From an optimization exercise on the open Yosys and OpenROAD flow, aimed at small area; shortcuts taken in it are not production practice. RTL that was checked went through simulation tests only; none was proved equivalent to the original. No functional check of the RTL was part of run 3. In runs 1 and 2 the design's own scripts or RTL, not TritonCTS, make the clock network. No driver is modelled on the clock port, so clock power and skew are understated where the tree is cut down; a real chip needs a root buffer or a tree. Power figures rest on the tool's default switching activity, not on a simulated workload.

==> design.v <==
`default_nettype none
`default_nettype none
`default_nettype none
`default_nettype none
module Matrix_Calculator
    (input logic [7:0] data_in,
     input logic enter, sw,
     input logic [1:0] operation,
     input logic clk, rst,
     output logic [4:0] data_out,
     output logic finish, error,
     output logic [3:0] index);
    logic enter_d, sw_d;
    logic enter_pulse, switch_pulse;
    logic [4:0] c;
    logic done;
    logic accept, last;
    logic [1:0] op;
    logic invalid, mult, sub, step, elem;
    logic busy, first, ready, first_step, start;
    logic [1:0] k;
    always_ff @(posedge clk) begin
        enter_d <= enter;
        sw_d <= sw;
    end
    assign enter_pulse = enter & ~enter_d;
    assign switch_pulse = sw & ~sw_d;
    assign accept = enter_pulse & ~done & ~rst;
    assign last = accept & (&c[3:0]);
    always_ff @(posedge clk) begin
        if (accept)
            op <= operation;
    end
    assign invalid = ~op[1] & op[0];
    assign mult = ~op[1] & ~op[0];
    assign sub = op[1] & op[0];
    assign finish = done & ~invalid & ready;
    assign error = done & invalid;
    assign step = finish & switch_pulse;
    assign elem = step & c[0];
    always_ff @(posedge clk) begin
        if (rst) begin
            c <= 5'd0;
            done <= 1'b0;
        end else begin
            if (accept | step)
                c[3:0] <= c[3:0] + 4'd1;
            if (step & (&c[3:0]))
                c[4] <= ~c[4];
            if (last)
                done <= 1'b1;
        end
    end
    assign index = done ? c[4:1] : 4'd0;
    assign first_step = done & ~invalid & ~first & ~busy;
    assign start = last | first_step | elem;
    always_ff @(posedge clk) begin
        if (rst) begin
            busy <= 1'b0;
            k <= 2'd0;
            first <= 1'b0;
            ready <= 1'b0;
        end else begin
            if (start) begin
                busy <= 1'b1;
                k <= 2'd0;
            end else if (busy) begin
                k <= k + 2'd1;
                if (k == 2'd3)
                    busy <= 1'b0;
            end
            if (first_step)
                first <= 1'b1;
            ready <= first;
        end
    end
    logic [3:0] ce;
    assign ce = c[4:1] + {3'd0, first};
    logic rot_a;
    assign rot_a = elem & c[2] & ~c[1];
    logic [7:0] pa [0:3];     
    logic [7:0] qa [0:3];     
    logic en_pa, en_qa;
    assign en_pa = (accept & ~c[3] & ~c[0]) | rot_a;
    assign en_qa = (accept & ~c[3] & c[0]) | rot_a;
    always_ff @(posedge clk) begin
        if (en_pa) begin
            pa[0] <= done ? pa[3] : data_in;
            pa[1] <= pa[0];
            pa[2] <= pa[1];
            pa[3] <= pa[2];
        end
        if (en_qa) begin
            qa[0] <= done ? qa[3] : data_in;
            qa[1] <= qa[0];
            qa[2] <= qa[1];
            qa[3] <= qa[2];
        end
    end
    logic [3:0] lb [0:3][0:3];
    logic [3:0] tap;
    assign tap = lb[0][3];
    genvar gj;
    generate
        for (gj = 0; gj < 4; gj++) begin : blane
            logic en;
            logic [3:0] nib;
            assign nib = gj[0] ? data_in[3:0] : data_in[7:4];
            assign en = (accept & c[3] & (c[0] == gj[1])) | (done & busy);
            always_ff @(posedge clk) begin
                if (en) begin
                    lb[gj][0] <= done ? lb[(gj + 1) % 4][3] : nib;
                    lb[gj][1] <= lb[gj][0];
                    lb[gj][2] <= lb[gj][1];
                    lb[gj][3] <= lb[gj][2];
                end
            end
        end
    endgenerate
    logic [3:0] ak [0:3];
    assign ak[0] = pa[3][7:4];
    assign ak[1] = pa[3][3:0];
    assign ak[2] = qa[3][7:4];
    assign ak[3] = qa[3][3:0];
    logic [3:0] xa, mx, my;
    logic [1:0] d;
    logic add_b, add_a;
    assign xa = ak[mult ? k : ce[1:0]];
    assign d = k - ce[3:2];
    assign add_b = ~mult & (d == 2'd0);
    assign add_a = ~mult & (d == 2'd1);
    assign mx = {4{busy}} & ((mult | add_a) ? xa : {3'd0, add_b});
    assign my = (mult | add_b) ? (tap ^ {4{sub}}) : {3'd0, add_a};
    logic [9:0] acc_n, res_n, mac_n;
    logic sub_init;
    assign sub_init = last ? &operation : sub;
    logic pp1;
    logic pp2;
    logic pp3;
    logic pp4;
    logic pp5;
    logic pp6;
    logic pp7;
    logic pp8;
    logic pp9;
    logic pp10;
    logic pp11;
    logic pp12;
    logic pp13;
    logic pp14;
    logic pp15;
    logic pp16;
    logic s17;
    logic c18;
    logic s19;
    logic c20;
    logic s21;
    logic c22;
    logic s23;
    logic c24;
    logic s25;
    logic c26;
    logic s27;
    logic c28;
    logic s29;
    logic c30;
    logic s31;
    logic c32;
    logic s33;
    logic c34;
    logic s35;
    logic c36;
    logic s37;
    logic c38;
    logic s39;
    logic c40;
    logic s41;
    logic c42;
    logic s43;
    logic c44;
    logic s45;
    logic c46;
    logic s47;
    logic c48;
    logic s49;
    logic c50;
    logic s51;
    logic c52;
    logic s53;
    logic c54;
    logic s55;
    logic c56;
    logic s57;
    logic c58;
    logic s59;
    assign pp1 = ~(mx[0] & my[0]);
    assign pp2 = ~(mx[0] & my[1]);
    assign pp3 = ~(mx[0] & my[2]);
    assign pp4 = ~(mx[0] & my[3]);
    assign pp5 = ~(mx[1] & my[0]);
    assign pp6 = ~(mx[1] & my[1]);
    assign pp7 = ~(mx[1] & my[2]);
    assign pp8 = ~(mx[1] & my[3]);
    assign pp9 = ~(mx[2] & my[0]);
    assign pp10 = ~(mx[2] & my[1]);
    assign pp11 = ~(mx[2] & my[2]);
    assign pp12 = ~(mx[2] & my[3]);
    assign pp13 = ~(mx[3] & my[0]);
    assign pp14 = ~(mx[3] & my[1]);
    assign pp15 = ~(mx[3] & my[2]);
    assign pp16 = ~(mx[3] & my[3]);
    InvHalfAdder ha18 (.a(acc_n[0]), .b(pp1), .s(s17), .co(c18));
    FullAdder fa20 (.a(acc_n[1]), .b(pp2), .c(pp5), .s(s19), .co(c20));
    InvHalfAdder ha22 (.a(c18), .b(s19), .s(s21), .co(c22));
    FullAdder fa24 (.a(acc_n[2]), .b(pp3), .c(pp6), .s(s23), .co(c24));
    FullAdder fa26 (.a(pp9), .b(c20), .c(s23), .s(s25), .co(c26));
    InvHalfAdder ha28 (.a(c22), .b(s25), .s(s27), .co(c28));
    FullAdder fa30 (.a(acc_n[3]), .b(pp4), .c(pp7), .s(s29), .co(c30));
    FullAdder fa32 (.a(pp10), .b(pp13), .c(c24), .s(s31), .co(c32));
    FullAdder fa34 (.a(s29), .b(c26), .c(s31), .s(s33), .co(c34));
    InvHalfAdder ha36 (.a(c28), .b(s33), .s(s35), .co(c36));
    FullAdder fa38 (.a(acc_n[4]), .b(pp8), .c(pp11), .s(s37), .co(c38));
    FullAdder fa40 (.a(pp14), .b(c30), .c(s37), .s(s39), .co(c40));
    FullAdder fa42 (.a(c32), .b(s39), .c(c34), .s(s41), .co(c42));
    InvHalfAdder ha44 (.a(c36), .b(s41), .s(s43), .co(c44));
    FullAdder fa46 (.a(acc_n[5]), .b(pp12), .c(pp15), .s(s45), .co(c46));
    FullAdder fa48 (.a(c38), .b(s45), .c(c40), .s(s47), .co(c48));
    FullAdder fa50 (.a(s47), .b(c42), .c(c44), .s(s49), .co(c50));
    FullAdder fa52 (.a(acc_n[6]), .b(pp16), .c(c46), .s(s51), .co(c52));
    FullAdder fa54 (.a(s51), .b(c48), .c(c50), .s(s53), .co(c54));
    FullAdder fa56 (.a(acc_n[7]), .b(c52), .c(c54), .s(s55), .co(c56));
    InvHalfAdder ha58 (.a(acc_n[8]), .b(c56), .s(s57), .co(c58));
    assign s59 = ~(acc_n[9] ^ c58);
    assign mac_n = {s59, s57, s55, s53, s49, s43, s35, s27, s21, s17};
    always_ff @(posedge clk) begin
        acc_n <= start ? {5'h1f, ~sub_init, 3'h7, ~sub_init} : mac_n;
        if (elem | first_step)
            res_n <= mac_n;
    end
    always_comb begin
        if (c[0])
            data_out = ~res_n[4:0];
        else
            data_out = mult ? ~res_n[9:5] : 5'd0;
    end
endmodule
module FullAdder (input logic a, b, c, output logic s, co);
    assign s = a ^ b ^ c;
    assign co = (a & b) | (a & c) | (b & c);
endmodule
module InvHalfAdder (input logic a, b, output logic s, co);
    Xnor2 x (.a(a), .b(b), .y(s));
    assign co = a | b;
endmodule
module Xnor2 (input logic a, b, output logic y);
    assign y = ~(a ^ b);
endmodule
==> flow/run.sh <==
#!/bin/bash
set -euo pipefail
cd "$(dirname "$0")/.."

bash standard.sh \
  "BUFFER_PORTS_ARGS=-buffer_cell sky130_fd_sc_hd__buf_1" \
  "PRE_CTS_TCL=$PWD/flow/manual_cts.tcl" \
  "PRE_GLOBAL_PLACE_TCL=$PWD/flow/downsize.tcl" \
  "PRE_RESIZE_TCL=$PWD/flow/small_buffers.tcl" \
  "PRE_GLOBAL_ROUTE_TCL=$PWD/flow/small_buffers.tcl" \
  finish > make.log 2>&1
==> flow/downsize.tcl <==
# Used as PRE_GLOBAL_PLACE_TCL: the design has ample timing slack, so logic
# cells that synthesis sized up go back to drive 1; the placement's own
# repair then fixes any slew or capacitance this leaves, with the small
# cells small_buffers.tcl allows.
source [file join [file dirname [info script]] small_buffers.tcl]
set n 0
foreach inst [[ord::get_db_block] getInsts] {
  set m [[$inst getMaster] getName]
  if {![regexp {^(sky130_fd_sc_hd__[a-z0-9]+)_([0-9]+)$} $m -> base size]} { continue }
  if {$size <= 1 || [regexp {df|buf|inv|tap|fill|conb|decap} $base]} { continue }
  set small [[ord::get_db] findMaster ${base}_1]
  if {$small eq "NULL"} { continue }
  $inst swapMaster $small
  incr n
}
puts "downsize: $n cells set to drive 1"
==> flow/manual_cts.tcl <==
# Used as PRE_CTS_TCL in place of TritonCTS: a two-level clock tree of
# inverters (two inversions, so every flip-flop sees the clock's polarity).
# The clock port drives NTOP inverters; each drives an equal share of NLEAF
# leaf inverters; each leaf drives an equal share of the flip-flops. Groups
# come from recursive bisection of the placed locations, cutting the longer
# side of each group's bounding box.
set NTOP 2
set NLEAF 8
set TOPBUF sky130_fd_sc_hd__inv_6
set LEAFBUF sky130_fd_sc_hd__inv_8

proc mcts_split {items n} {
  if {$n <= 1} { return [list $items] }
  set xs {}; set ys {}
  foreach s $items { lappend xs [lindex $s 1]; lappend ys [lindex $s 2] }
  set xs [lsort -real $xs]; set ys [lsort -real $ys]
  set w [expr {[lindex $xs end] - [lindex $xs 0]}]
  set h [expr {[lindex $ys end] - [lindex $ys 0]}]
  set sorted [lsort -real -index [expr {$w >= $h ? 1 : 2}] $items]
  set n1 [expr {$n / 2}]
  set cut [expr {int(round([llength $sorted] * double($n1) / $n))}]
  return [concat [mcts_split [lrange $sorted 0 [expr {$cut - 1}]] $n1] \
                 [mcts_split [lrange $sorted $cut end] [expr {$n - $n1}]]]
}

proc mcts_buffer {block master name innet items} {
  set sx 0; set sy 0
  foreach s $items { set sx [expr {$sx + [lindex $s 1]}]; set sy [expr {$sy + [lindex $s 2]}] }
  set m [llength $items]
  set cx [expr {$sx / $m}]; set cy [expr {$sy / $m}]
  set net [odb::dbNet_create $block "${name}_net"]
  $net setSigType CLOCK
  set inst [odb::dbInst_create $block $master $name]
  $inst setLocation [expr {int($cx)}] [expr {int($cy)}]
  $inst setPlacementStatus PLACED
  [$inst findITerm A] connect $innet
  set out [$inst findITerm X]
  if {$out == "NULL"} { set out [$inst findITerm Y] }
  $out connect $net
  foreach s $items {
    set it [lindex $s 0]
    $it disconnect
    $it connect $net
  }
  puts "manual_cts: $name ([$master getName]) drives $m pins"
  return [list [$inst findITerm A] $cx $cy]
}

proc manual_cts {ntop nleaf topbuf leafbuf} {
  set block [ord::get_db_block]
  set clk [$block findNet clk]
  set tm [[ord::get_db] findMaster $topbuf]
  set lm [[ord::get_db] findMaster $leafbuf]
  set sinks {}
  foreach it [$clk getITerms] {
    set b [[$it getInst] getBBox]
    lappend sinks [list $it [expr {([$b xMin] + [$b xMax]) / 2.0}] [expr {([$b yMin] + [$b yMax]) / 2.0}]]
  }
  set leaves {}
  set k 0
  foreach group [mcts_split $sinks $nleaf] {
    lappend leaves [mcts_buffer $block $lm "clkbuf_leaf$k" $clk $group]
    incr k
  }
  set t 0
  foreach group [mcts_split $leaves $ntop] {
    mcts_buffer $block $tm "clkbuf_top$t" $clk $group
    incr t
  }
}

manual_cts $NTOP $NLEAF $TOPBUF $LEAFBUF
rename clock_tree_synthesis __tritoncts_unused
proc clock_tree_synthesis {args} {
  set_propagated_clock [all_clocks]
}
# the tree's inverters already sit next to their flip-flops
rename repair_clock_inverters __repair_clock_inverters_unused
proc repair_clock_inverters {args} {}
==> flow/small_buffers.tcl <==
set big {}
foreach pat {*_4 *_6 *_8 *_12 *_16} {
  foreach c [get_lib_cells */sky130_fd_sc_hd__$pat] {
    set n [get_name $c]
    if {$n ne "sky130_fd_sc_hd__buf_4" && $n ne "sky130_fd_sc_hd__clkbuf_4"} {
      lappend big $c
    }
  }
}
set_dont_use $big
==> standard.sh <==
#!/bin/bash
# synth_recipe.tcl (not shown) runs the flow's synth.tcl, then flattens the netlist and writes it again
# the make line also repeats each setting of config.mk as NAME=value (left out here)
make -C /OpenROAD-flow-scripts/flow DESIGN_CONFIG=/design/flow/config.mk WORK_HOME=/design/flow/orfs CLKGATE_MAP_FILE= SYNTH_SCRIPT=/design/flow/synth_recipe.tcl "${@:-finish}"
==> config.mk <==
export PLATFORM = sky130hd
export DESIGN_NAME = Matrix_Calculator
export DESIGN_NICKNAME = Matrix_Calculator
export VERILOG_FILES = /design/flow/design.v
export SDC_FILE = /design/flow/constraint.sdc
export NUM_CORES = 4
export LEC_CHECK = 0
export CAP_MARGIN = 20
export CORE_MARGIN = 2
export CORE_UTILIZATION = 45
export PLACE_DENSITY = 0.95
export SLEW_MARGIN = 20
export SYNTH_HIERARCHICAL = 1
export SYNTH_MINIMUM_KEEP_SIZE = 0
==> constraint.sdc <==
create_clock -name core_clock -period 10.0 [get_ports {clk}]
set_input_delay 2.0000 -clock core_clock [delete_from_list [all_inputs] [get_ports {clk}]]
set_output_delay 2.0000 -clock core_clock [all_outputs]
set_load 0.01 [all_outputs]
==> impl_metrics.env, run 1 <==
export IMPL_status="finished clean"
export IMPL_cts_hold_buf=0
export IMPL_core_area_um2=13900
export IMPL_clk_latency_ps=180
export IMPL_critPathCaptureType="flop"
export IMPL_crit_required_ps=10070
export IMPL_drive_gt1_frac=0.0354
export IMPL_first_global_vias=3409
export IMPL_die_h_um=124
export IMPL_final_nets=488
export IMPL_max_slew_margin=0.370
export IMPL_n_antenna_cell=0
export IMPL_num_rows=43
export IMPL_dominantRegCellSynth="edfxtp_1"
export IMPL_synthToLayoutAreaGrowth_pct=5.49
export IMPL_drtIter0Drc=388
export IMPL_fin_tns_setup_ps=0
export IMPL_finalInstanceArea_um2=6780
export IMPL_ant_nets=0
export IMPL_place_congestion=0.936
export IMPL_cp_max_fo=9
export IMPL_vias_per_cell=5.29
export IMPL_holdCritPathClass="reg -> reg"
export IMPL_synth_distinct_cells=49
export IMPL_synth_edf_count=140
export IMPL_yosysSeqAreaShare=0.726
export IMPL_place_area_um2=6670
export IMPL_synth_ff_latch_count=163
export IMPL_synthCells=427
export IMPL_wl_per_cell_um=17.2
export IMPL_routed_wirelength_mm=10.8
export IMPL_cts_reportedPaths_clkPinSlew_ps=100
export IMPL_placement_io_buffers=24
export IMPL_critPathLaunchType="flop"
export IMPL_yosysWarnings=11
export IMPL_fill_cells=1149
export IMPL_antenna_found_initial=0
export IMPL_grt_ovfl_total=0
export IMPL_grt_first_pass_wirelength_mm=17.7
export IMPL_period_share=0.668
export IMPL_peakVddDrop_mv=0.0944
export IMPL_avgSynthCellArea_um2=15.0
export IMPL_dieArea_um2=15300
export IMPL_finalNonFillerCells=632
export IMPL_powerDensity_nw_per_um2=162
export IMPL_synth_fp_nets=461
export IMPL_fin_crit_ps=6680
export IMPL_leakage_uw=0.00226
export IMPL_num_vias=3344
export IMPL_post_cts_buffers=0
export IMPL_drc=0
export IMPL_dp_hpwl_mm=7.58
export IMPL_maxCapViolations=0
export IMPL_finalClockSkew_ps=15.5
export IMPL_ctsResizeCount=0
export IMPL_setup_violations=0
export IMPL_grt_usage=0.146
export IMPL_dp_cells=622
export IMPL_ios=25
export IMPL_fin_util=0.486
export IMPL_slew_viol_final=0
export IMPL_hold_violations=0
export IMPL_synthesis_area_um2=6430
export IMPL_async_flop_share=0
export IMPL_arrival_ps=6760
export IMPL_die_x_um=124
export IMPL_critical_path_class="reg -> reg"
export IMPL_tightest_slew_ps=944
export IMPL_grt_max_degree=33
export IMPL_initial_core_util=0.461
export IMPL_dr_pass1_iters=5
export IMPL_rsz0062_at_grt="false"
export IMPL_fmax_mhz=150
[logic make-up (layout without fill, tap and decap cells)]
logic type | after synthesis | in the layout | share of synthesized area
adder cells (fa/ha/maj) | 20 | 20 | 0.0565
buffers and inverters | 23 | 48 | 0.0164
XOR/XNOR | 15 | 15 | 0.0238
flip-flops | 163 | 163 | 0.726
AND/OR/NAND/NOR | 160 | 160 | 0.118
multiplexers | 15 | 15 | 0.0275
AO/OA/AOI/OAI | 31 | 31 | 0.0321
[sequential cells by signal, indices dropped and copies added (netlist names)]
name	count
done	1
pa	32
c	5
k	2
ready	1
first	1
lb	64
enter_d	1
busy	1
qa	32
op	2
acc_n	10
sw_d	1
res_n	10
[Yosys stat by module, one instance, submodules excluded]
| module | times used | cells | flip-flops and latches |
|---|---|---|---|
| FullAdder | 15 | 1 | 0 |
| InvHalfAdder | 6 | 1 | 0 |
| Xnor2 | 6 | 1 | 0 |
| Matrix_Calculator | 1 | 400 | 163 |
[metal layers]
metal / up-vias / part of all wire / GRT usage
met5: - / 0 / 0
met4: 0 / 0.018 / 0.0327
met3: 19 / 0.051 / 0.0138
met2: 106 / 0.47 / 0.241
met1: 1654 / 0.46 / 0.214
li1: 1565 / - / -
[cell type report]
type                            count  area [um2]  share of cell area
Inverter                           18         138              0.0203
Multi-Input combinational cell    241        1640               0.241
Sequential cell                   163        4660               0.688
Tap cell                          180         225              0.0332
Timing Repair Buffer               30         115              0.0170
[report_power, final]
part           internal (uW)  switching, uW  total [uW]
Clock                   35.0            211         246
Combinational           34.9           41.9        76.7
Sequential               759           13.5         773
[Yosys cell counts, types with 2 or more instances]
cell type,instances,area (um2)
edfxtp_1,140,4200
nand2_1,73,274
dfxtp_1,23,460
nand3_1,18,90.1
nor2_1,17,63.8
fa_1,15,300
nand2b_1,13,81.3
xnor2_1,10,87.6
clkbuf_1,9,33.8
mux2i_1,9,90.1
o21ai_0,9,45.0
inv_1,8,30.0
or2_2,8,50.1
or2_1,7,43.8
and2_1,6,37.5
a21oi_1,5,25.0
ha_1,5,62.6
or3_1,5,31.3
o2111ai_1,4,35.0
buf_2,3,15.0
mux2i_2,3,41.3
nor3_1,3,15.0
xor2_1,3,26.3
buf_6,2,22.5
mux2_2,2,22.5
nand4_1,2,12.5
nor2b_1,2,12.5
o211ai_1,2,15.0
[through the flow]
stage               total power [uW]  setup slack, ps  hold slack (ps)
finish                          1100             3320              416
global placement                 856             3740              401
floorplan                        844             4140              400
detailed placement               865             3410              405
global route                    1140             2900              414
CTS                             1100             3380              414
[layout by cell type (no fill, tap or decap), types with 3 or more instances in the layout]
master	synthesis	final
a21oi_1	5	4
and2_1	6	6
buf_1	1	28
dfxtp_1	23	23
edfxtp_1	140	140
fa_1	15	15
ha_1	5	5
inv_1	8	8
inv_8	0	8
mux2i_1	9	12
nand2_1	73	73
nand2b_1	13	13
nand3_1	18	18
nor2_1	17	17
nor3_1	3	3
o2111ai_1	4	4
o21ai_0	9	7
or2_1	7	15
or3_1	5	5
xnor2_1	10	11
xor2_1	3	3
[worst paths after layout]
path,cells after the start,slack [ps],from,endpoint
setup / recovery,20,3320,c[1],acc_n[9]
hold / removal,0,420,pa[0][5],pa[1][5]
setup reg to reg,20,3320,c[1],acc_n[9]
hold reg to reg,0,420,pa[0][5],pa[1][5]
[worst max-delay path: stages, from the launching register on]
cell and delay (ps):
dfxtp_1 430, ha_1 200, ha_1 160, xor2_1 170, ha_1 190, xnor3_1 240
xnor2_1 550, a21oi_1 160, nor2b_1 480, nand3_1 170, fa_1 420, fa_1 480
fa_1 400, fa_1 480, or2_1 260, fa_1 380, fa_1 400, fa_1 410
or2_1 250, xnor2_1 140, or2_1 200
==> run 2: changes to the inputs <==
--- a/flow/manual_cts.tcl
+++ b/flow/manual_cts.tcl
@@ -5,7 +5,7 @@
 # come from recursive bisection of the placed locations, cutting the longer
 # side of each group's bounding box.
 set NTOP 2
-set NLEAF 8
+set NLEAF 7
 set TOPBUF sky130_fd_sc_hd__inv_6
 set LEAFBUF sky130_fd_sc_hd__inv_8
 
--- a/config.mk
+++ b/config.mk
@@ -7,7 +7,7 @@
 export LEC_CHECK = 0
 export CAP_MARGIN = 20
 export CORE_MARGIN = 2
-export CORE_UTILIZATION = 45
+export CORE_UTILIZATION = 70
 export PLACE_DENSITY = 0.95
 export SLEW_MARGIN = 20
 export SYNTH_HIERARCHICAL = 1
==> run 2 against run 1 <==
Still clean. Final cell count shrank 12%. Sequential share of layout area grew 1.1 points. Sequential cell count is the same. Clock power shrank 5%. Critical endpoint unchanged. Highest routed layer unchanged.
==> impl_metrics.env, run 2 <==
export IMPL_grt_usage=0.218
export IMPL_ctsResizeCount=0
export IMPL_rsz0062_at_grt="false"
export IMPL_dp_hpwl_mm=7.31
export IMPL_synthCells=427
export IMPL_drc=0
export IMPL_antenna_found_initial=0
export IMPL_ios=25
export IMPL_max_slew_margin=0.289
export IMPL_synth_distinct_cells=49
export IMPL_maxCapViolations=0
export IMPL_fin_crit_ps=6700
export IMPL_min_from="pa[1][7]"
export IMPL_fill_cells=509
export IMPL_clk_latency_ps=180
export IMPL_fmax_mhz=149
export IMPL_cp_max_fo=9
export IMPL_critPathCaptureType="flop"
export IMPL_powerDensity_nw_per_um2=162
export IMPL_setup_violations=0
export IMPL_finalNonFillerCells=558
export IMPL_final_common_cell="edfxtp_1"
export IMPL_avgSynthCellArea_um2=15.0
export IMPL_place_congestion=0.909
export IMPL_dieArea_um2=9960
export IMPL_status="finished clean"
export IMPL_first_global_vias=3416
export IMPL_hold_violations=0
export IMPL_drive_gt1_frac=0.0356
export IMPL_multi_input_area_um2=1640
export IMPL_r2r_worst_path_cells=20
export IMPL_regMostFlops="lb"
export IMPL_drtIter0Drc=235
export IMPL_synth_edf_count=140
export IMPL_synth_ff_latch_count=163
export IMPL_dr_pass1_iters=5
export IMPL_grt_max_degree=51
export IMPL_yosysSeqAreaShare=0.726
export IMPL_r2r_start="c[1]"
export IMPL_grt_first_pass_wirelength_mm=17.0
export IMPL_yosysMostFrequentCell="edfxtp_1"
export IMPL_min_path_cells=0
export IMPL_critical_path_class="reg -> reg"
export IMPL_arrival_ps=6770
export IMPL_synthToLayoutAreaGrowth_pct=3.87
export IMPL_cts_reportedPaths_clkPinSlew_ps=110
export IMPL_period_share=0.670
export IMPL_finalClockSkew_ps=17.0
export IMPL_holdCritPathClass="reg -> reg"
export IMPL_yosysTopAreaCell="edfxtp_1"
export IMPL_vias_per_cell=6.09
export IMPL_synthesis_area_um2=6430
export IMPL_async_flop_share=0
export IMPL_synth_fp_nets=461
export IMPL_die_x_um=99.8
export IMPL_post_cts_buffers=0
export IMPL_synth_commonest_cells="edfxtp_1, nand2_1, dfxtp_1"
export IMPL_synth_top_area_share=0.654
export IMPL_die_h_um=99.8
export IMPL_tightest_slew_ps=1070
export IMPL_regArea_um2=4660
export IMPL_fin_tns_setup_ps=0
export IMPL_final_nets=486
export IMPL_peakVddDrop_mv=0.137
export IMPL_placement_io_buffers=24
export IMPL_largest_reg_flops=64
export IMPL_reg2reg_to="acc_n[9]"
export IMPL_dp_cells=549
export IMPL_n_antenna_cell=0
export IMPL_initial_core_util=0.730
export IMPL_routed_wirelength_mm=10.6
export IMPL_rrSetupSlack_ps=3300
export IMPL_core_area_um2=8810
export IMPL_wl_per_cell_um=19.1
export IMPL_grt_ovfl_total=0
export IMPL_hold_end="pa[2][7]"
export IMPL_num_rows=34
export IMPL_dominantRegCellSynth="edfxtp_1"
export IMPL_ant_nets=0
export IMPL_final_cell_mix="edfxtp_1, nand2_1, buf_1"
export IMPL_cts_hold_buf=0
export IMPL_crit_required_ps=10080
export IMPL_top_regs="lb: 64 flops, pa: 32 flops, qa: 32 flops"
export IMPL_num_vias=3401
export IMPL_critPathLaunchType="flop"
export IMPL_leakage_uw=0.00226
export IMPL_yosysWarnings=11
export IMPL_synth_area_leaders="edfxtp_1, dfxtp_1, fa_1"
export IMPL_slew_viol_final=0
## run 2: kinds of logic (layout without fill, tap and decap cells)
| kind of cell | after synthesis | after routing | share of synthesized area |
|---|---|---|---|
| flops | 163 | 163 | 0.726 |
| simple gates | 160 | 160 | 0.118 |
| compound gates | 31 | 31 | 0.0321 |
| buf+inv | 23 | 46 | 0.0164 |
| fa+ha+maj | 20 | 20 | 0.0565 |
| xor+xnor | 15 | 15 | 0.0238 |
| mux | 15 | 15 | 0.0275 |
## run 2: stage by stage
step | utilization | hold slack [ps] | area, um2 | worst slack, ps | total power (uW)
2_1_floorplan | - | 400 | 6430 | 4140 | 844
3_3_place_gp | 0.747 | 401 | 6580 | 3750 | 855
3_5_place_dp | 0.747 | 405 | 6580 | 3420 | 863
4_1_cts | 0.758 | 425 | 6670 | 3390 | 1080
5_1_grt | 0.758 | 436 | 6680 | 2930 | 1120
6_report | 0.758 | 425 | 6680 | 3300 | 1080
## run 2: worst max path at each step
stage	start	end	cells after the start	slack, ps
CTS	c[1]	acc_n[9]	20	3390
global route	c[1]	acc_n[9]	20	2930
global placement	c[1]	acc_n[9]	20	3750
finish	c[1]	acc_n[9]	20	3300
floorplan	c[1]	acc_n[9]	21	4140
detailed placement	c[1]	acc_n[9]	20	3420
## run 2: metal layers
layer	up-vias	track usage	part of all wire
li1	1565	-	-
met1	1647	0.307	0.40
met2	159	0.375	0.49
met3	30	0.0202	0.071
met4	0	0.0622	0.030
met5	-	0	0
## run 2: where the power goes
part           internal (uW)  leakage, uW  switching, uW
Clock                   31.9    0.0000514            201
Combinational           34.3     0.000750           40.0
Sequential               759      0.00145           13.8
Total                    825      0.00226            255
## run 2: critical path, stage by stage (launching register included)
cell and delay [ps]:
dfxtp_1 420, ha_1 190, ha_1 170, xor2_1 170
ha_1 170, xnor3_1 220, xnor2_1 550, a21oi_1 150
nor2b_1 470, nand3_1 200, fa_1 480, fa_1 400
fa_1 450, fa_1 490, or2_1 260, fa_1 380
fa_1 400, fa_1 420, or2_1 270, xnor2_1 140
or2_1 200
## run 2: Yosys stat by module (local to each module, per instance)
module,times used,cells inside,flip-flops and latches
Matrix_Calculator,1,400,163
FullAdder,15,1,0
Xnor2,6,1,0
InvHalfAdder,6,1,0
## run 2: cell type report
| class | instances | area share |
|---|---|---|
| inverters | 17 | 0.0189 |
| multi-input cells | 241 | 0.245 |
| flip-flops and latches | 163 | 0.699 |
| well taps | 108 | 0.0202 |
| repair buffers | 29 | 0.0169 |
==> run 3: changes to the inputs <==
==> design.v (replaced) <==
`default_nettype none
`default_nettype none
`default_nettype none
`default_nettype none
module Matrix_Calculator
    (input logic [7:0] data_in,
     input logic enter, sw,
     input logic [1:0] operation,
     input logic clk, rst,
     output logic [4:0] data_out,
     output logic finish, error,
     output logic [3:0] index);
    logic enter_d, sw_d;
    logic enter_pulse, switch_pulse;
    logic [4:0] count;        
    logic [1:0] op;
    logic [127:0] mat;
    logic [4:0] n;            
    logic accept;
    always_ff @(posedge clk) begin
        enter_d <= enter;
        sw_d <= sw;
    end
    assign enter_pulse = enter & ~enter_d;
    assign switch_pulse = sw & ~sw_d;
    assign accept = enter_pulse & ~count[4];
    always_ff @(posedge clk) begin
        if (rst)
            count <= 5'd0;
        else if (accept)
            count <= count + 5'd1;
    end
    always_ff @(posedge clk) begin
        if (accept) begin
            op <= operation;
            mat <= {mat[119:0], data_in};
        end
    end
    assign error = count[4] & ~op[1] & op[0];
    assign finish = count[4] & ~(~op[1] & op[0]);
    always_ff @(posedge clk) begin
        if (rst)
            n <= 5'd0;
        else if (finish & switch_pulse)
            n <= n + 5'd1;
    end
    assign index = n[4:1];
    logic [3:0] a [0:3][0:3];
    logic [3:0] b [0:3][0:3];
    always_comb begin
        for (int r = 0; r < 4; r++)
            for (int c = 0; c < 4; c++) begin
                a[r][c] = mat[127 - 4*(4*r+c) -: 4];
                b[r][c] = mat[63 - 4*(4*r+c) -: 4];
            end
    end
    logic [1:0] ri, cj;
    assign ri = n[4:3];
    assign cj = n[2:1];
    logic [3:0] arow [0:3];
    logic [3:0] bcol [0:3];
    always_comb begin
        for (int k = 0; k < 4; k++) begin
            arow[k] = a[ri][k];
            bcol[k] = b[k][cj];
        end
    end
    logic [9:0] prod;
    assign prod = arow[0]*bcol[0] + arow[1]*bcol[1] + arow[2]*bcol[2] + arow[3]*bcol[3];
    logic [4:0] sum;
    assign sum = op[0] ? {1'b0, arow[cj]} - {1'b0, bcol[ri]}
                       : {1'b0, arow[cj]} + {1'b0, bcol[ri]};
    always_comb begin
        if (op[1])
            data_out = n[0] ? sum : 5'd0;
        else
            data_out = n[0] ? prod[4:0] : prod[9:5];
    end
endmodule
==> run.sh (new file) <==
#!/bin/bash
# synth_recipe.tcl (not shown) runs the flow's synth.tcl, then flattens the netlist and writes it again
# the make line also repeats each setting of config.mk as NAME=value (left out here)
make -C /OpenROAD-flow-scripts/flow DESIGN_CONFIG=/design/flow/config.mk WORK_HOME=/design/flow/orfs CLKGATE_MAP_FILE= SYNTH_SCRIPT=/design/flow/synth_recipe.tcl finish
--- a/config.mk
+++ b/config.mk
@@ -7,8 +7,6 @@
 export LEC_CHECK = 0
 export CAP_MARGIN = 20
 export CORE_MARGIN = 2
-export CORE_UTILIZATION = 70
-export PLACE_DENSITY = 0.95
+export CORE_UTILIZATION = 45
+export PLACE_DENSITY = 0.6
 export SLEW_MARGIN = 20
-export SYNTH_HIERARCHICAL = 1
-export SYNTH_MINIMUM_KEEP_SIZE = 0
removed: flow/run.sh
removed: flow/downsize.tcl
removed: flow/manual_cts.tcl
removed: flow/small_buffers.tcl
removed: standard.sh
==> run 3 against run 2 <==
Setup slack worse by 2600 ps. Sequential share of layout area down 24 points. Register-to-register slack better by 4300 ps. Utilization down 24 points. First-iteration DRC count up 9.8%. Largest cell class unchanged.
==> impl_metrics.env, run 3 <==
export IMPL_status="finished clean"
export IMPL_yosysTopAreaCell="edfxtp_1"
export IMPL_crit_required_ps=8000
export IMPL_cts_tree="built"
export IMPL_grt_max_degree=78
export IMPL_fmax_mhz=108
export IMPL_n_antenna_cell=0
export IMPL_synth_ff_latch_count=142
export IMPL_core_area_um2=17200
export IMPL_routed_wirelength_mm=15.0
export IMPL_synthCells=523
export IMPL_cts_buffers=17
export IMPL_grt_usage=0.181
export IMPL_post_cts_buffers=0
export IMPL_yosysSeqAreaShare=0.526
export IMPL_rsz0062_at_grt="false"
export IMPL_synth_distinct_cells=40
export IMPL_dominantRegCellSynth="edfxtp_1"
export IMPL_critPathLaunchType="flop"
export IMPL_holdCritPathClass="reg -> reg"
export IMPL_grt_first_pass_wirelength_mm=24.4
export IMPL_regMostFlops="mat"
export IMPL_arrival_ps=7290
export IMPL_synth_commonest_cells="edfxtp_1, inv_1, fa_1"
export IMPL_grt_ovfl_total=0
export IMPL_cp_top_family="adder cells"
export IMPL_ctsResizeCount=0
export IMPL_synthToLayoutAreaGrowth_pct=13.6
export IMPL_peakVddDrop_mv=0.181
export IMPL_dp_hpwl_mm=11.2
export IMPL_finalClockSkew_ps=11.9
export IMPL_yosysMostFrequentCell="edfxtp_1"
export IMPL_placement_io_buffers=24
export IMPL_drive_gt1_frac=0.139
export IMPL_slew_viol_final=0
export IMPL_fin_tns_setup_ps=0
export IMPL_largest_reg_flops=128
export IMPL_dr_pass1_iters=5
export IMPL_tightest_slew_ps=959
export IMPL_final_cell_mix="edfxtp_1, inv_1, fa_1"
export IMPL_yosysWarnings=5
export IMPL_critPathCaptureType="output port"
export IMPL_path_cells="buf_4 > mux4_2 > and2_1 > fa_1 > inv_1 > fa_1 > fa_1 > inv_1 > fa_1 > inv_1 > fa_1 > inv_1 > ha_1 > fa_1 > a21o_1 > a21oi_1 > o21bai_1 > a21oi_1 > mux2i_1 > mux2i_1 > clkdlybuf4s50_1"
export IMPL_setup_violations=0
export IMPL_drc=0
export IMPL_fin_crit_ps=9290
export IMPL_clockRootBuffer="clkbuf_16"
export IMPL_top_regs="mat: 128 flops, count: 5 flops, n: 5 flops"
export IMPL_vias_per_cell=5.27
export IMPL_powerDensity_nw_per_um2=211
export IMPL_place_area_um2=8360
export IMPL_ant_nets=0
export IMPL_die_h_um=136
export IMPL_num_vias=4177
export IMPL_final_common_cell="edfxtp_1"
export IMPL_r2r_worst_path_cells=3
export IMPL_synth_edf_count=130
export IMPL_avgSynthCellArea_um2=15.1
export IMPL_cts_hold_buf=0
export IMPL_cpMostUsedCell="fa_1"
export IMPL_wl_per_cell_um=18.9
export IMPL_first_global_vias=4384
export IMPL_synth_area_leaders="edfxtp_1, fa_1, mux4_2"
export IMPL_maxCapViolations=0
export IMPL_hold_ws_ps=437
export IMPL_num_rows=48
export IMPL_hold_end="mat[123]"
export IMPL_antenna_found_initial=0
export IMPL_final_nets=662
export IMPL_cts_buffer_depth=2
export IMPL_dieArea_um2=18600
export IMPL_hold_violations=0
export IMPL_reg2reg_to="mat[60]"
export IMPL_synth_top_area_share=0.496
export IMPL_async_flop_share=0
export IMPL_min_path_cells=0
export IMPL_die_x_um=136
export IMPL_critical_path_class="reg -> out"
export IMPL_leakage_uw=0.00347
export IMPL_r2r_start="count[4]"
export IMPL_cts_reportedPaths_clkPinSlew_ps=70
export IMPL_slowest_stage="dfxtp_1"
export IMPL_place_congestion=0.802
export IMPL_initial_core_util=0.459
export IMPL_period_share=0.929
export IMPL_drtIter0Drc=258
export IMPL_ios=25
export IMPL_cts_sinks=142
export IMPL_max_slew_margin=0.361
export IMPL_finalInstanceArea_um2=8950
export IMPL_min_from="mat[115]"
export IMPL_cp_max_fo=11
export IMPL_rrSetupSlack_ps=7590
export IMPL_synth_fp_nets=629
export IMPL_htreeDepth=4
export IMPL_crit_path_max_incr_delay_ps=720
export IMPL_clk_latency_ps=430
export IMPL_cp_num_buf_inv=6
export IMPL_synthesis_area_um2=7880
run 3: logic make-up (layout without fill, tap and decap cells):
group,Yosys count,in the layout,synth area share
DFF,142,142,0.526
muxes,49,49,0.123
AOI/OAI and AO/OA,27,27,0.0226
adders and majority gates,92,92,0.193
and+or+nand+nor,103,103,0.0680
buffers and inverters,94,139,0.0497
xor gates and xnor gates,16,16,0.0178
run 3: power by group:
part	internal, uW	leakage [uW]	total, uW	switching, uW
registers	673	0.00132	683	10.9
logic	263	0.00187	573	310
clock network	371	0.000278	629	258
run 3: worst max path at each step:
stage | startpoint | endpoint | slack, ps | depth (start not counted)
3_5_place_dp | n[1] | data_out[3] | 1100 | 21
3_3_place_gp | n[1] | data_out[3] | 1170 | 21
2_1_floorplan | enter | count[3] | 2030 | 4
5_1_grt | n[1] | data_out[3] | 320 | 21
6_report | n[1] | data_out[3] | 710 | 21
4_1_cts | n[1] | data_out[3] | 650 | 21
run 3: final cells by class:
class / instances / area, um2
multi-input cells: 287 / 3350
well taps: 225 / 282
repair buffers: 32 / 300
fillers: 1469 / 8230
flip-flops and latches: 142 / 4140
inverters: 76 / 285
clock buffers: 17 / 425
clock inverters: 14 / 158
run 3: metrics by stage:
| step | worst slack [ps] | utilization | std cells | total power [uW] |
|---|---|---|---|---|
| floorplan | 2030 | - | 523 | 1100 |
| global placement | 1170 | 0.487 | 762 | 1260 |
| detailed placement | 1100 | 0.487 | 762 | 1270 |
| CTS | 653 | 0.521 | 793 | 1900 |
| global route | 316 | 0.521 | 793 | 2000 |
| finish | 705 | 0.521 | 793 | 1890 |
run 3: per-layer routing:
layer / global-route usage / up-vias / wire [um]
li1: - / 1911 / -
met3: 0.0384 / 17 / 906
met4: 0.0503 / 0 / 176
met2: 0.290 / 133 / 7390
met1: 0.251 / 2116 / 6520
met5: 0 / - / 0

-- separate check: timing with driven ports --
No port has a modelled driver above. Below, the same layouts with a new extraction and two added sets of constraints.
Step 1: set_driving_cell puts a clkbuf_16 on clk and a buf_2 on each other input, an assumption about the parent block.
Step 2 moves the port delays by t, midway between the first and last clock arrival at a register: inputs arrive t later, outputs are due t later. That takes back most of the time a late clock gives input paths.
Three values: no drivers, after step 1, after step 2; two values: the first two.
run | t (ns) | setup slack, ns | worst data-port slew with drivers (ns)
run 1 | 0.238 | 3.316 / 3.316 / 3.316 | 0.03
run 2 | 0.236 | 3.304 / 3.304 / 3.304 | 0.03
run 3 | 0.460 | 0.705 / 0.665 / 1.125 | 0.03
After both steps every run listed still meets setup and hold.
